Background: an optimization exercise with open tools, aiming at small area. Do not read the settings as production practice. Function was checked by simulation only, so behaviour that the tests miss may differ from the original.

==> design.v <==
module CORDIC_Vectoring_top1 #(
        parameter DATA_WIDTH = 16,
        parameter CORDIC_WIDTH = 22,
        parameter CORDIC_STAGES = 16,
        parameter ANGLE_WIDTH = 16
    ) (
        input clk,
        input nreset,
        input vec_en,
        input signed [DATA_WIDTH-1:0] x_vec_in,
        input signed [DATA_WIDTH-1:0] y_vec_in,
        input angle_calc_enable_in,
        output signed [DATA_WIDTH-1:0] x_vec_out,
        output output_valid_o,
        output [CORDIC_STAGES-1:0] micro_angle_o,
        output [1:0] quad_out,
        output vec_microRot_out_start,
        output signed [ANGLE_WIDTH-1:0] angle_out
    );
    reg [17:1] vld;
    always @(posedge clk or negedge nreset)
        if (~nreset) vld <= 17'd0;
        else         vld <= {vld[16:1], vec_en};
    assign vec_microRot_out_start = vld[1];
    assign output_valid_o = vld[17];
    reg [1:0] quad;
    wire [1:0] quad_in = {y_vec_in[15], x_vec_in[15]};
    always @(posedge clk or negedge nreset)
        if (~nreset)     quad <= 2'b00;
        else if (vec_en) quad <= quad_in;
    assign quad_out = vec_en ? quad_in : quad;
    wire [14:0] xa = x_vec_in[15] ? (~x_vec_in[14:0] + 15'd1) : x_vec_in[14:0];
    wire [14:0] ya = y_vec_in[15] ? (~y_vec_in[14:0] + 15'd1) : y_vec_in[14:0];
    reg [15:0] x1h, z1h;    
    always @(posedge clk) begin
        x1h <= {1'b0, xa} + {1'b0, ya};
        z1h <= {1'b0, ya} - {1'b0, xa};
    end
    reg  [15:1] mr;                  
    wire [15:0] dprev = {mr, 1'b0};  
    wire [21:0] xs [1:16];
    wire [21:0] zs [1:15];
    assign xs[1] = {x1h, 6'd0};
    assign zs[1] = {z1h, 6'd0};
    wire [15:1] d;
    genvar k;
    generate
        for (k = 1; k <= 14; k = k + 1) begin : g_stage
            wire        dk = zs[k][21] ^ dprev[k-1];
            wire [21:0] v  = zs[k] ^ {22{zs[k][21]}};    
            wire [21:0] xsh = {{k{xs[k][21]}}, xs[k][21:k]};
            reg  [21:0] xr, zr;
            assign d[k] = dk;
            always @(posedge clk) begin
                xr <= xs[k] + (v >> k) + {21'd0, dk};
                zr <= v - xsh;
            end
            assign xs[k+1] = xr;
            assign zs[k+1] = zr;
        end
    endgenerate
    wire        d15 = zs[15][21] ^ mr[14];
    wire [21:0] v15 = zs[15] ^ {22{zs[15][21]}};
    assign d[15] = d15;
    reg [21:0] x16;
    always @(posedge clk)
        x16 <= xs[15] + (v15 >> 15) + {21'd0, d15};
    assign xs[16] = x16;
    always @(posedge clk or negedge nreset)
        if (~nreset) mr <= 15'd0;
        else begin : upd_mr
            integer i;
            for (i = 1; i <= 15; i = i + 1)
                if (vld[i]) mr[i] <= d[i];
        end
    assign micro_angle_o = {mr, 1'b0};
    wire [21:0] sc = (x16 >> 1) + (x16 >> 4) + (x16 >> 5) + (x16 >> 7) + (x16 >> 8) +
                     (x16 >> 10) + (x16 >> 11) + (x16 >> 12) + (x16 >> 14) +
                     (x16[21] ? 22'h192300 : 22'd0);
    reg [15:0] xo;
    always @(posedge clk or negedge nreset)
        if (~nreset)       xo <= 16'd0;
        else if (vld[16])  xo <= sc[21:6];
    assign x_vec_out = xo;
    wire ace = angle_calc_enable_in;
    wire [15:0] ei = ace ? vld[16:1] : 16'd0;    
    reg [1:0] qr [0:15];
    always @(posedge clk or negedge nreset)
        if (~nreset) qr[0] <= 2'b00;
        else if (ace & vec_en) qr[0] <= quad_in;
    generate
        for (k = 1; k <= 15; k = k + 1) begin : g_qr
            always @(posedge clk or negedge nreset)
                if (~nreset) qr[k] <= 2'b00;
                else if (ei[k-1]) qr[k] <= qr[k-1];
        end
    endgenerate
    reg [1:0] w0;
    always @(posedge clk or negedge nreset)
        if (~nreset) w0 <= 2'b01;
        else if (ei[0]) w0 <= {1'b1, qr[0][1] ^ qr[0][0]};
    wire [15:0] wq [0:14];
    assign wq[0] = {14'd0, w0};
    generate
        for (k = 1; k <= 13; k = k + 1) begin : g_w
            reg [k+1:0] w;
            always @(posedge clk or negedge nreset)
                if (~nreset) w <= 1;
                else if (ei[k]) w <= {wq[k-1][k:0], mr[k] ^ qr[k][1] ^ qr[k][0]};
            assign wq[k] = w;
        end
    endgenerate
    reg [14:0] w14;
    always @(posedge clk or negedge nreset)
        if (~nreset) w14 <= 15'd1;
        else if (ei[14]) w14 <= wq[13][14:0];
    localparam [16*14-1:0] ATAN = {16'h0001, 16'h0002, 16'h0005, 16'h000A, 16'h0014, 16'h0028,
                                   16'h0051, 16'h00A2, 16'h0145, 16'h028B, 16'h0511, 16'h09FB,
                                   16'h12E4, 16'h2000};
    reg [15:0] phi;
    always @* begin : dec
        integer j;
        reg p;
        phi = 16'd0;
        p = 1'b0;
        for (j = 0; j <= 13; j = j + 1) begin
            p = p | w14[14-j];
            if (p)
                phi = w14[13-j] ? phi - ATAN[16*j +: 16] : phi + ATAN[16*j +: 16];
        end
    end
    wire [1:0] qf = qr[15];
    reg [15:0] ao;
    always @(posedge clk or negedge nreset)
        if (~nreset) ao <= 16'd0;
        else if (ei[15]) ao <= {(qf == 2'b00) ? phi[15] : qf[1], phi[14:0]};
    assign angle_out = ao;
endmodule
==> run.sh <==
#!/bin/bash
# synth_recipe.tcl (not shown) runs the flow's synth.tcl, then flattens the netlist and writes it again
# the make line also repeats each setting of config.mk as NAME=value (left out here)
make -C /OpenROAD-flow-scripts/flow DESIGN_CONFIG=/design/flow/config.mk WORK_HOME=/design/flow/orfs CLKGATE_MAP_FILE= SYNTH_SCRIPT=/design/flow/synth_recipe.tcl finish
==> config.mk <==
export PLATFORM = sky130hd
export DESIGN_NAME = CORDIC_Vectoring_top1
export DESIGN_NICKNAME = CORDIC_Vectoring_top1
export VERILOG_FILES = /design/flow/design.v
export SDC_FILE = /design/flow/constraint.sdc
export NUM_CORES = 4
export LEC_CHECK = 0
export CAP_MARGIN = 20
export CORE_MARGIN = 2
export CORE_UTILIZATION = 40
export PLACE_DENSITY = 0.6
export SLEW_MARGIN = 20
==> constraint.sdc <==
create_clock -name core_clock -period 10.0 [get_ports {clk}]
set_input_delay 2.0000 -clock core_clock [delete_from_list [all_inputs] [get_ports {clk}]]
set_output_delay 2.0000 -clock core_clock [all_outputs]
set_load 0.01 [all_outputs]
==> impl_metrics.yaml <==
route:
  ant_nets: 0
  wl_met2_mm: 64.2
  wl_met3_mm: 3.84
  drcViolationCount: 0
  drtIter0Drc: 1561
  drtPass1Iterations: 5
  routed_wl_mm: 126
  routed_via_density: 4.93
  top_layer: "met5"
  wl_per_cell_um: 14.2
  routedLengthMet1_mm: 54.8
  vias: 43400
global_routing:
  grt.total_usage_pct: 16.7
  antenna_found_initial: 1
  grt_pass1_vias: 43200
  overflow: 0
  grt_max_degree: 129
  grt_first_pass_wirelength_mm: 207
die:
  die_y_um: 386
  core_mm2: 0.145
  top_level_ports: 88
  dieArea_mm2: 0.149
  initial_utilization_pct: 40.1
  placementRows: 140
  fp.dieW_um: 386
yosys:
  yosys.area.top_type: "dfxtp_1"
  netlist_top_cells_count: "ha_1 (693), inv_1 (684), dfxtp_1 (641)"
  syn-cell-area_mm2: 0.0583
  ys.flop_type: "dfxtp_1"
  yosysWarnings: 2
  async_reset_ff_share_pct: 26.6
  synthesis.nets: 7236
  yosys-top-cells-area: "dfxtp_1 (22%), ha_1 (15%), dfrtp_1 (9.3%)"
  postSynthCellCount: 6382
  syn_avg_cell_area_um2: 9.13
  ys_seq_area_share_pct: 32.0
  synth_seq_cells: 873
  synth_top_area_share_pct: 22.0
  yosysMostFrequentCell: "ha_1"
  ys_types: 85
  synth_edf_count: 0
min_path:
  worst_hold_startpoint: "vld[7]"
  worstHoldEndpoint: "vld[8]"
  holdPathStages: 0
  hold_path.class: "flip-flop to flip-flop"
cts:
  clkSinkCount: 873
  cts_max_level: 3
  cts_max_path_buffers: 3
  root_buffer: "clkbuf_16"
  cts_buffers: 92
  cts_tree: "done"
  holdBufCountCts: 0
  clkTransAtPathRegs_ns: 0.07
  worstSkewPairLatency_ns: 0.70
outcome:
  status: "failed layout checks"
  check-failures: "negative setup slack"
sta:
  finClkSkew_ns: 0.0388
  rsz0062_at_grt: "true"
  period_share_pct: 117
  fmax_ghz: 0.0852
  fin_crit_ns: 11.74
  finalMaxSlewViolations: 0
  setup_ws_ns: -1.74
  relSlewSlack_pct: 35.1
  worst_slew_pin_slew_ns: 0.974
  setup_viol: 6
  hold_viol_final: 0
  setup_tns_ns: -4.56
finish:
  regArea_mm2: 0.0187
  syn_to_final_growth_pct: 16.7
  nets: 7680
  drive_gt1_share_pct: 13.0
  fill_cells: 13700
  fin_area_mm2: 0.0680
  antenna_cells: 0
  multi_input_area_mm2: 0.0377
placed_design:
  place.gp.congestion: 0.846
  place_hpwl_mm: 103
  dpl_cell_area_mm2: 0.0637
  place_ws_ns: -1.86
  portBuffers: 86
worst_setup_path:
  critPathKind: "flip-flop to flip-flop"
  reg2reg_slack_ns: -1.74
  cp.required_ns: 10.56
  rr_startpoint: "w14[14]"
  slowest_delay_ns: 0.49
  slowest_stage: "or4_4"
  cp.arrival_ns: 12.29
  crit_fanout: 5
  r2r_end: "ao[15]"
  cp-end-kind: "flip-flop"
  start_kind: "flip-flop"
  ff2ff_path_depth: 65
flow_run:
  cap_violations: 0
[repair_timing]
item	4_1_cts	5_1_grt
gates resized for setup	90	124
setup endpoints to repair	7	10
pin swaps	84	103
buffers inserted	26	14
[through the flow]
step	std cells	util, %	hold slack [ns]
after floorplan	6382	-	0.371
after global placement	8610	43.8	0.412
after detailed placement	8610	43.8	0.416
after CTS	8804	46.4	0.420
after global routing	8817	46.8	0.433
final	8817	46.8	0.420
[how the worst max path moves through the flow]
| stage | from | endpoint | slack [ns] | cells past startpoint |
|---|---|---|---|---|
| 6_report | w14[14] | ao[15] | -1.74 | 65 |
| 5_1_grt | w14[13] | ao[15] | -2.37 | 70 |
| 2_1_floorplan | w14[14] | ao[15] | -1.28 | 64 |
| 3_5_place_dp | w14[14] | ao[15] | -1.86 | 62 |
| 4_1_cts | w14[14] | ao[15] | -1.65 | 65 |
| 3_3_place_gp | w14[13] | ao[15] | -1.69 | 68 |
[cell families (layout without fill, tap and decap cells)]
family          after synthesis  count (layout)  synth area share, %
compound gates             1333            1333                 14.7
fa+ha+maj                   818             818                 19.2
xor+xnor                    918             918                 13.9
simple gates               1497            1497                 11.9
buf+inv                     766            1284                 4.94
mux                         176             176                 3.39
flops                       873             873                 32.0
other cells                   1               1              0.00643
[sequential cells by signal, summed over array words and instances, names as in the netlist]
signal / flops
quad: 2
z1h: 16
g_w.w: 117
qr: 32
ao: 16
g_stage.xr: 302
xo: 16
w14: 15
vld: 17
x16: 21
g_stage.zr: 287
mr: 15
w0: 2
x1h: 15
[layer usage]
metal	GRT usage (%)	vias to the layer above
met2	31.4	465
met1	19.7	20200
li1	-	22600
met5	0	-
met4	4.08	2
met3	2.67	179
[worst max-delay path: cells and delay by family (launching register included)]
| family | cells | cell delay (ns) |
|---|---|---|
| adder cells (fa/ha/maj) | 11 | 2.96 |
| flip-flops | 1 | 0.40 |
| XOR/XNOR | 11 | 1.81 |
| AND/OR/NAND/NOR | 20 | 2.73 |
| AO/OA/AOI/OAI | 12 | 2.09 |
| buffers and inverters | 9 | 1.07 |
| multiplexers | 2 | 0.48 |
[placed cells by master, fill, tap and decap left out, drive strengths merged, types with 14 or more instances in the layout]
master / Yosys / layout
or2: 22 / 22
nand2b: 59 / 59
xnor2: 477 / 477
nor3b: 14 / 14
and2: 26 / 26
xor2: 439 / 439
a211oi: 43 / 43
o21bai: 75 / 75
nor2b: 87 / 87
a211o: 14 / 14
mux2: 169 / 169
o211ai: 23 / 23
nor4: 16 / 16
nor3: 127 / 127
a21o: 148 / 148
or3: 35 / 35
a21boi: 130 / 130
fa: 125 / 125
nand4: 23 / 23
inv: 685 / 692
o41ai: 26 / 26
clkinv: 1 / 18
o21ai: 337 / 337
and3: 70 / 70
ha: 693 / 693
dfrtp: 217 / 217
o31ai: 24 / 24
o21a: 47 / 47
dfstp: 15 / 15
dfxtp: 641 / 641
clkbuf: 59 / 137
nor2: 550 / 550
nand3: 97 / 97
a31oi: 22 / 22
nand2: 342 / 342
clkdlybuf4s50: 0 / 85
buf: 21 / 345
a21oi: 337 / 337
[final cells by class]
cell class	count	area share [%]
Multi-Input combinational cell	4743	55.5
Sequential cell	873	27.4
Timing Repair Buffer	430	5.15
Clock buffer	137	4.16
Inverter	686	3.79
Tap cell	1917	3.53
Clock inverter	31	0.497

-- afterwards: timing with drivers on the ports --
Ports are ideal in the flow. The routed layout listed here was re-timed in OpenROAD. Step 1 sets driving cells, clkbuf_16 on the clock port and buf_2 on the other inputs (assumed; they add their load-dependent delay and slew). Step 2 moves the port delays by t, midway between the first and last clock arrival at a register: inputs arrive t later, outputs are due t later. That takes back most of the time a late clock gives input paths. Slacks: no drivers / after step 1 / after step 2; pairs: no drivers / after step 1.
shift t [ns]: 0.754
slack for setup (ns): -1.737 / -1.737 / -1.737
worst setup path at the end: register to register
For this run, drivers alone change the setup slack by 0.000 ns; drivers and shift together by 0.000 ns.
